This is an optimization exercise on Yosys and OpenROAD, whose aim is small area, not a production implementation. No functional check of the RTL was part of this run. Power is estimated from default activity; no workload was simulated.

## design/flow/design.v

```verilog
module mips_top (
		clock,
		reset,
		instr_data,
		me_ExtMemRdData,
		instr_addr,
		instr_en,
		me_ExtMemWrData,
		me_ExtMemAddr,
		me_ExtMemWrEn,
		me_ExtMemRdEn
	    );
input 		clock;
input		reset;
input  [31:0]	instr_data;
input  [31:0]	me_ExtMemRdData;
output [31:0]	instr_addr;
output		instr_en;
output		me_ExtMemWrEn;
output		me_ExtMemRdEn;
output [31:0]	me_ExtMemWrData;
output [31:0]	me_ExtMemAddr;
reg  [31:0]	PCReg;
reg		id_RegWriteSel;		 
reg		id_MemRd;		 
reg		id_MemWr;		 
reg  [31:0]	id_PCp4;		 
reg  [31:0]	id_OpA;			 
reg  [31:0]	id_OpB;			 
reg		id_LdA;			 
reg		id_LdB;			 
reg  [15:0]	id_Imm;
reg  [4:0]	id_RegDest;
reg  [1:0]	id_BSel;		 
reg		id_Sub;
reg		id_Right;
reg  [2:0]	id_RSel;		 
reg		ex_RegWriteSel;
reg		ex_MemRd;
reg		ex_MemWr;
reg  [31:0]	ex_ALUOut;
reg  [31:0]	ex_OpB;
reg  [4:0]	ex_RegDest;
reg		me_RegWriteSel;
reg		me_MemRegSel;
reg  [4:0]	me_RegDest;
reg  [31:0]	me_ByData;
reg  [31:0]	rf [0:31];
wire [1023:0]	rf_flat;
 genvar gf;
 generate
	for (gf = 0; gf < 32; gf = gf + 1) begin : rff
	    assign rf_flat[gf*32 +: 32] = rf[gf];
	end
 endgenerate
wire [31:0]	wr_Data = me_MemRegSel ? me_ExtMemRdData : me_ByData;
wire [31:0]	instr  = instr_data;
wire [5:0]	OpCode = instr[31:26];
wire [4:0]	RS     = instr[25:21];
wire [4:0]	RTraw  = instr[20:16];
wire [4:0]	RD     = instr[15:11];
wire [5:0]	Funct  = instr[5:0];
wire [15:0]	Imm    = instr[15:0];
wire		opR    = (OpCode == 6'h00);
wire		opJAL  = (OpCode == 6'h03);
wire		opJ    = (OpCode[5:1] == 5'b00001);
wire		opF    = (OpCode[5:2] == 4'b0100);
wire		opI    = !(opR || opJ || opF);
wire [4:0]	RT     = RTraw | {5{opJAL}};
wire		rt0    = (RTraw == 5'd0);
wire		opBEQ  = (OpCode == 6'h04);
wire		opBNE  = (OpCode == 6'h05);
wire		opBLEZ = (OpCode == 6'h06) && rt0;
wire		opBGTZ = (OpCode == 6'h07) && rt0;
wire		opB01  = (OpCode == 6'h01) && (RTraw[4:1] == 4'd0);
wire		JR     = opR && (Funct == 6'h08);
wire		BranchInstr = opBEQ || opBNE || opBLEZ || opBGTZ || opB01;
wire		RegDep = BranchInstr || JR;
wire		JBInstr = BranchInstr || opJ || JR;
wire		MemRd  = (OpCode == 6'h23) || (OpCode == 6'h24) || (OpCode == 6'h25);
wire		MemWr  = (OpCode == 6'h28) || (OpCode == 6'h29) || (OpCode == 6'h2B);
wire		RegWriteEn = !(MemWr || JBInstr) || opJAL;
wire [4:0]	RegDest = opR ? RD : RT;
wire		opZX   = (OpCode == 6'h0C) || (OpCode == 6'h0D);
wire		opLUI  = (OpCode == 6'h0F);
wire [1:0]	BSel   = !opI ? 2'd0 : opLUI ? 2'd3 : opZX ? 2'd2 : 2'd1;
wire		aADD = (opR && (Funct == 6'h20 || Funct == 6'h21))
		     || OpCode == 6'h08 || OpCode == 6'h09
		     || OpCode == 6'h23 || OpCode == 6'h2B;
wire		aSUB = opR && (Funct == 6'h22 || Funct == 6'h23);
wire		aAND = (opR && Funct == 6'h24) || OpCode == 6'h0C;
wire		aOR  = (opR && Funct == 6'h25) || OpCode == 6'h0D;
wire		aNOR = opR && Funct == 6'h27;
wire		aSLT = (opR && (Funct == 6'h2A || Funct == 6'h2B))
		     || OpCode == 6'h0A || OpCode == 6'h0B;
wire		aSLL = opR && Funct == 6'h00;
wire		aSRL = opR && Funct == 6'h02;
wire [2:0]	RSel = aADD || aSUB ? 3'd0
		     : aAND ? 3'd1
		     : aOR  ? 3'd2
		     : aNOR ? 3'd3
		     : aSLT ? 3'd4
		     : (aSLL || aSRL) ? 3'd5
		     : 3'd7;
wire		Sub  = aSUB || aSLT;
wire [31:0]	ALUOut;
wire [31:0]	PCp4 = PCReg + 32'd4;
wire		wbA = me_RegWriteSel && (me_RegDest == RS);
wire		wbB = me_RegWriteSel && (me_RegDest == RT);
wire		idA = id_RegWriteSel && ((id_RegDest == RS) || (!RegDep && id_RegDest == RegDest));
wire		exA = ex_RegWriteSel && (ex_RegDest == RS);
wire		idB = id_RegWriteSel && (id_RegDest == RT);
wire		exB = ex_RegWriteSel && (ex_RegDest == RT);
wire		sA_id = idA && !JR;
wire		sA_ex = !sA_id && exA && !ex_MemRd && !JR;
wire		sA_wb = !sA_id && !sA_ex && wbA;
wire		sA_rf = !sA_id && !sA_ex && !wbA;
wire		sB_id = idB;
wire		sB_ex = !idB && exB && !ex_MemRd;
wire		sB_pc = !sB_id && !sB_ex && opJAL;
wire		sB_wb = !sB_id && !sB_ex && !opJAL && wbB;
wire		sB_rf = !sB_id && !sB_ex && !opJAL && !wbB;
wire		LdA  = !idA && exA && ex_MemRd;
wire		LdB  = !idB && exB && ex_MemRd;
wire [35:0]	selA, selB;
 genvar g;
 generate
	for (g = 0; g < 32; g = g + 1) begin : dec
	    assign selA[g] = sA_rf && (RS == g);
	    assign selB[g] = sB_rf && (RT == g);
	end
 endgenerate
assign selA[35:32] = {1'b0, sA_ex, sA_id, sA_wb};
assign selB[35:32] = {sB_pc, sB_ex, sB_id, sB_wb};
wire [31:0]	FwdA, FwdB;
 rf_port portA (.rf(rf_flat), .wb(wr_Data), .idv(ALUOut), .exv(ex_ALUOut), .xv(32'd0),
		.sel(selA), .out(FwdA));
 rf_port portB (.rf(rf_flat), .wb(wr_Data), .idv(ALUOut), .exv(ex_ALUOut), .xv(PCp4),
		.sel(selB), .out(FwdB));
wire [31:0]	RFOutA = FwdA;
wire		eqAB = (FwdA == FwdB);
wire		zA   = (FwdA == 32'd0);
wire		Taken = (opBEQ && eqAB) || (opBNE && !eqAB)
		      || (opBGTZ && !zA) || (opBLEZ && zA);
wire		stall1 = id_MemRd && (id_RegDest == RS || id_RegDest == RT);
wire		stall2 = ex_MemRd && RegDep && (ex_RegDest == RS || ex_RegDest == RT);
wire		stall  = stall1 || stall2;
wire [3:0]	idPCHi = (id_PCp4[27:2] == 26'd0) ? id_PCp4[31:28] - 4'd1 : id_PCp4[31:28];
wire [31:0]	BranchAddr = id_PCp4 + {{14{Imm[15]}}, Imm, 2'b00};
wire [31:0]	JumpAddr = {idPCHi, instr[25:0], 2'b00};
wire [31:0]	PCNext = Taken ? BranchAddr
		       : opJ   ? JumpAddr
		       : JR    ? RFOutA
		               : PCp4;
 always @(posedge clock)
	if (reset)
	    PCReg <= 0;
	else if (!stall)
	    PCReg <= PCNext;
 always @(posedge clock)
	if (reset) begin
	    id_RegWriteSel <= 0;
	    id_MemRd       <= 0;
	    id_MemWr       <= 0;
	    id_PCp4        <= 32'd4;
	end else begin
	    id_RegWriteSel <= RegWriteEn && !stall;
	    id_MemRd       <= MemRd && !stall;
	    id_MemWr       <= MemWr && !stall;
	    id_PCp4        <= PCp4;
	end
 always @(posedge clock) begin
	id_OpA     <= FwdA;
	id_OpB     <= FwdB;
	id_LdA     <= LdA;
	id_LdB     <= LdB;
	id_Imm     <= Imm;
	id_RegDest <= RegDest;
	id_BSel    <= BSel;
	id_Sub     <= Sub;
	id_Right   <= aSRL;
	id_RSel    <= RSel;
 end
wire [31:0]	OpA  = id_LdA ? me_ExtMemRdData : id_OpA;
wire [31:0]	OpBp = id_LdB ? me_ExtMemRdData : id_OpB;
wire [31:0]	OpB  = (id_BSel == 2'd0) ? OpBp
		     : (id_BSel == 2'd1) ? {{16{id_Imm[15]}}, id_Imm}
		     : (id_BSel == 2'd2) ? {16'd0, id_Imm}
		                         : {id_Imm, 16'd0};
wire [32:0]	Sum  = {1'b0, OpA} + {1'b0, OpB ^ {32{id_Sub}}} + {32'd0, id_Sub};
wire		Less = !Sum[32];
wire [4:0]	ShA  = id_Imm[10:6];
wire [31:0]	Shift = id_Right ? (OpA >> ShA) : (OpA << ShA);
 assign ALUOut = (id_RSel == 3'd0) ? Sum[31:0]
		: (id_RSel == 3'd1) ? (OpA & OpB)
		: (id_RSel == 3'd2) ? (OpA | OpB)
		: (id_RSel == 3'd3) ? ~(OpA | OpB)
		: (id_RSel == 3'd4) ? {31'd0, Less}
		: (id_RSel == 3'd5) ? Shift
		:                     OpB;
 always @(posedge clock)
	if (reset) begin
	    ex_RegWriteSel <= 0;
	    ex_MemRd       <= 0;
	    ex_MemWr       <= 0;
	end else begin
	    ex_RegWriteSel <= id_RegWriteSel;
	    ex_MemRd       <= id_MemRd;
	    ex_MemWr       <= id_MemWr;
	end
 always @(posedge clock) begin
	ex_ALUOut  <= ALUOut;
	ex_OpB     <= OpBp;
	ex_RegDest <= id_RegDest;
 end
 always @(posedge clock)
	if (reset)
	    me_RegWriteSel <= 0;
	else
	    me_RegWriteSel <= ex_RegWriteSel;
 always @(posedge clock) begin
	me_MemRegSel <= ex_MemRd;
	me_RegDest   <= ex_RegDest;
	me_ByData    <= ex_ALUOut;
 end
wire [31:0]	wd = reset ? 32'd0 : wr_Data;
 generate
	for (g = 0; g < 32; g = g + 1) begin : rfw
	    always @(posedge clock)
		if (reset || (me_RegWriteSel && me_RegDest == g))
		    rf[g] <= wd;
	end
 endgenerate
assign instr_addr      = PCReg;
assign instr_en        = !stall;
assign me_ExtMemAddr   = ex_ALUOut;
assign me_ExtMemWrData = ex_OpB;
assign me_ExtMemWrEn   = ex_MemWr;
assign me_ExtMemRdEn   = ex_MemRd;
endmodule
module rf_port (rf, wb, idv, exv, xv, sel, out);
input  [1023:0]	rf;
input  [31:0]	wb, idv, exv, xv;
input  [35:0]	sel;
output [31:0]	out;
 genvar b, r;
 generate
	for (b = 0; b < 32; b = b + 1) begin : bt
	    wire [35:0] d;
	    for (r = 0; r < 32; r = r + 1) begin : row
		assign d[r] = rf[r*32 + b];
	    end
	    assign d[35:32] = {xv[b], exv[b], idv[b], wb[b]};
	    ao36 u (.d(d), .s(sel), .y(out[b]));
	end
 endgenerate
endmodule
module ao36 (d, s, y);
input  [35:0]	d;
input  [35:0]	s;
output		y;
wire   [11:0]	t;
 genvar k;
 generate
	for (k = 0; k < 12; k = k + 1) begin : g
	    aoi222 u (.a1(d[3*k]), .a2(s[3*k]), .b1(d[3*k+1]), .b2(s[3*k+1]),
		      .c1(d[3*k+2]), .c2(s[3*k+2]), .y(t[k]));
	end
 endgenerate
assign y = ~&t;
endmodule
module aoi222 (a1, a2, b1, b2, c1, c2, y);
input  a1, a2, b1, b2, c1, c2;
output y;
assign y = ~((a1 & a2) | (b1 & b2) | (c1 & c2));
endmodule
```

## design/flow/run.sh

```bash
#!/bin/bash
# synth_recipe.tcl (not shown) runs the flow's synth.tcl, then flattens the netlist and writes it again
# the make line also repeats each setting of config.mk as NAME=value (left out here)
make -C /OpenROAD-flow-scripts/flow DESIGN_CONFIG=/design/flow/config.mk WORK_HOME=/design/flow/orfs CLKGATE_MAP_FILE= SYNTH_SCRIPT=/design/flow/synth_recipe.tcl finish
```

## design/flow/config.mk

```make
export PLATFORM = sky130hd
export DESIGN_NAME = mips_top
export DESIGN_NICKNAME = mips_top
export VERILOG_FILES = /design/flow/design.v
export SDC_FILE = /design/flow/constraint.sdc
export NUM_CORES = 4
export LEC_CHECK = 0
export CAP_MARGIN = 20
export CORE_MARGIN = 2
export CORE_UTILIZATION = 30
export PLACE_DENSITY = 0.5
export SLEW_MARGIN = 20
export SYNTH_HIERARCHICAL = 1
```

## design/flow/constraint.sdc

```tcl
create_clock -name core_clock -period 12.0 [get_ports {clock}]
set_input_delay 2.4000 -clock core_clock [delete_from_list [all_inputs] [get_ports {clock}]]
set_output_delay 2.4000 -clock core_clock [all_outputs]
set_load 0.01 [all_outputs]
```

==> results.txt <==
* Outcome: finished clean
* Antenna Nets Post-Route at 0
* Post-synthesis simple-gate area fraction at 9.100%
* Post-route clock skew at 0.06347 ns
* Worst-path fanout max at 25
* Initial antenna violation count at 29
* GP Congestion at 0.9498
* Largest area contributor in the netlist: edfxtp_1
* Starting density of the core at 30.17%
* Ranking of synthesized cells by area: edfxtp_1 50%, a222oi_1 13%, dfxtp_1 8.9%
* GRT overflow at 0
* Register area share after synthesis at 59.42%
* Relative slew slack at 16.79%
* Endpoints failing setup at 0
* Post-Synth XOR/XNOR Area at 2.344%
* Nets@finish at 5170
* Commonest cells after routing, fill and taps aside: 1024 x edfxtp_1, 768 x a222oi_1, 262 x dfxtp_1, 212 x nor2_1, 208 x nand4_1
* Core area at 201900 um^2
* DPL Wire Length at 200.4 mm
* Post_cts resized at 0
* Crit start category: input port
* Tcrit/Tclk final at 93.07%
* CP required at 12.69 ns
* First-pass GRT wire length at 388.0 mm
* CP endpoint kind: flop
* Largest family of logic cells by synthesized area: compound AO/OA/AOI/OAI gates
* Hold Buf Count CTS at 0
* I/O pin total at 165
* Final Slew Violations at 0
* Most common cell after layout, fill and taps aside: edfxtp_1
* Post-synth EDFFs at 1024
* Post-Synthesis Cell Area at 60910 um^2
* Die Ht at 454.6 um
* CTS tree: done
* Hold slack at 0.3970 ns
* WS Path Type: in2reg
* Post-CTS setup repair buffer count at 0
* Yosys cell types at 85
* Reg2Reg Setup Slack at 2.84 ns
* Arrival @ worst endpoint at 11.86 ns
* Setup TNS Final at 0 ns
* Die W at 454.6 um
* IO buf count at 164
* DR iter-0 viols at 11730
* CTS sink count at 1296
* Post-synth top area share at 50.48%
* Fmax at 89.54 MHz
* # H-tree levels at 4
* Via density at 6.582
* Average footprint of a synthesized cell at 13.10 um^2
* Layout area overhead at 19.15%
* Clock latency on the worst-skew pair at 0.82 ns
* Peak VDD IR at 129.7 uV
* Mux contribution to synthesized area at 6.060%
* Final hold viol count at 0
* WL final at 286.0 mm
* Dominant synthesized flop cell: edfxtp_1
* Period minus WS final at 11.17 ns
* Via count at 51630
* RSZ-0062 raised after global routing: false
* PD cells at 170.9 nW/um^2
* DR pass1 iterations at 15
* Die area at 206600 um^2
* Compound-Gate Fraction of Synth Area at 19.99%
* Largest net degree at the start of global routing at 66
* Synth Register Bits at 1296
* Adder-Cell Fraction of Synth Area at 1.339%
* CTS buffer count at 146
* Bufs on Longest Clock Path at 3
* Max-cap violations at 0
* Tot GR Track Use at 26.54%
* Total Power at 12.41 mW
* Post-Synthesis Cells at 4649
* Share of cells above drive strength 1 at 14.81%
* Setup WS pre-CTS at 0.4478 ns
* Number of remaining DRC errors at 0
* Setup WS post-layout at 0.8316 ns
* Post-DR wirelength/cell at 36.46 um
* Synthesis Warnings at 8
* Register clock-pin slew on the reported worst setup and hold paths at 0.06 ns
* Number of fill cells at 19560
* Asr flop ratio synth at 0%
* Clock root cell: clkbuf_16
* Leakage at 25.45 nW
* Num rows at 165
* Vias in the first global route at 48090
* HP Class: reg2reg
* Worst-Margin Slew at 1.248 ns
## critical path: stages
cell and delay, ns:
clkdlybuf4s50_1 0.71, or3_1 0.55, or4_1 0.65, mux2_2 0.37, xnor2_1 0.12, or4_1 0.54, o41ai_2 0.38, o2bb2ai_2 0.28
a211oi_2 0.22, nand2_1 0.54, nor2_4 0.17, buf_4 0.34, a222oi_1 0.42, nand4_1 0.29, or3_1 0.66, xor2_1 0.23
nor4_1 0.82, buf_4 0.23, nand4_1 0.12, o311a_1 0.43, a31oi_4 0.37, nor2_1 0.31, nor3_1 0.35, nor2_1 0.08
a211oi_1 0.23
## per-layer routing
| metal | GRT usage [%] | vias to the layer above | part of all wire (%) |
|---|---|---|---|
| met3 | 6.879 | 628 | 12 |
| li1 | - | 21050 | - |
| met4 | 12.05 | 12 | 5.2 |
| met5 | 0.02332 | - | 0.024 |
| met1 | 34.06 | 26000 | 37 |
| met2 | 41.88 | 3943 | 45 |
## Yosys cell counts, types with 80 or more instances
library cell	number
edfxtp_1	1024
a222oi_1	768
dfxtp_1	272
nor2_1	261
nand2_1	210
nand4_1	208
a21oi_1	185
o21ai_0	152
mux2_2	132
clkbuf_1	131
mux2i_1	128
xor2_1	109
inv_1	86
or3_1	80
## Yosys stat by module (local to each module, per instance), excerpt
module	cell area, um^2	flip-flops and latches
ao36	25.02	0
aoi222	10.01	0
mips_top	51620	1296
## flip-flops by register name (all words and copies together) (netlist names), 2 cells and up
signal      flops
rf           1024
PCReg          32
ex_ALUOut      32
ex_OpB         32
id_OpA         32
id_OpB         32
id_PCp4        32
me_ByData      32
id_Imm         16
ex_RegDest      5
id_RegDest      5
me_RegDest      5
id_RSel         3
id_BSel         2
## per-stage QoR
| stage | instance area [um^2] | cells | util (%) |
|---|---|---|---|
| 6_report | 72570 | 7844 | 35.94 |
| 5_1_grt | 72540 | 7831 | 35.93 |
| 4_1_cts | 72510 | 7830 | 35.91 |
| 3_5_place_dp | 67650 | 7564 | 33.51 |
| 3_3_place_gp | 67600 | 7562 | 33.48 |
| 2_1_floorplan | 61140 | 4712 | - |
## where the power goes
| part | leakage, nW | switching [mW] | internal [mW] | total (mW) |
|---|---|---|---|---|
| Combinational | 10.4 | 1.47 | 0.670 | 2.14 |
| Sequential | 12.7 | 0.338 | 5.40 | 5.74 |
| Clock | 2.37 | 1.95 | 2.58 | 4.53 |
| Total | 25.4 | 3.76 | 8.65 | 12.4 |
## layout make-up
| type | instances | area, um^2 | area share, % |
|---|---|---|---|
| antenna | 14 | 35.03 | 0.04827 |
| clock buffer | 180 | 3885 | 5.353 |
| clock inverter | 86 | 972.2 | 1.340 |
| inverter | 87 | 327.8 | 0.4517 |
| multi-input combinational | 3144 | 24610 | 33.91 |
| sequential | 1296 | 36210 | 49.90 |
| tap | 2672 | 3343 | 4.607 |
| timing repair buffer | 365 | 3186 | 4.389 |
## final timing paths
kind / from / to / depth (start not counted)
worst max-delay path: instr_data[31] / PCReg[0] / 25
worst min-delay path: ex_RegDest[1] / me_RegDest[1] / 0
worst max register to register: id_BSel[1] / PCReg[0] / 30
worst min register to register: ex_RegDest[1] / me_RegDest[1] / 0
## kinds of logic after synthesis
| logic type | count (synthesis) |
|---|---|
| AO/OA/AOI/OAI | 1464 |
| multiplexers | 301 |
| flip-flops | 1296 |
| AND/OR/NAND/NOR | 1088 |
| XOR/XNOR | 163 |
| buffers and inverters | 272 |
| adder cells (fa/ha/maj) | 64 |
| other | 1 |

## afterwards: timing with drivers on the ports
How much do the figures lean on ideal ports? The routed layout below was timed once more, with nothing changed but the port constraints. Step 1 (the two cells are an assumption about what drives the block):
set clk [get_ports {clock}]
set_driving_cell -lib_cell sky130_fd_sc_hd__clkbuf_16 $clk
set_driving_cell -lib_cell sky130_fd_sc_hd__buf_2 [delete_from_list [all_inputs] $clk]
Step 2 also shifts input and output timing later by t, the mid clock arrival at the registers, as if the neighbouring blocks saw the same clock. Slacks: ideal / step 1 / step 2; pairs: ideal / step 1.
t (ns): 0.864
setup WS [ns]: 0.832 / 0.884 / 0.020
worst hold slack (ns): 0.397 / 0.397 / 0.397
slew at the worst register clock pin (ns): 0.07 / 0.07
pins driven straight from the clock port: 1
After both steps this run still meets setup and hold. The setup slack of this run moves by +0.052 ns with the drivers and by -0.812 ns with both steps.
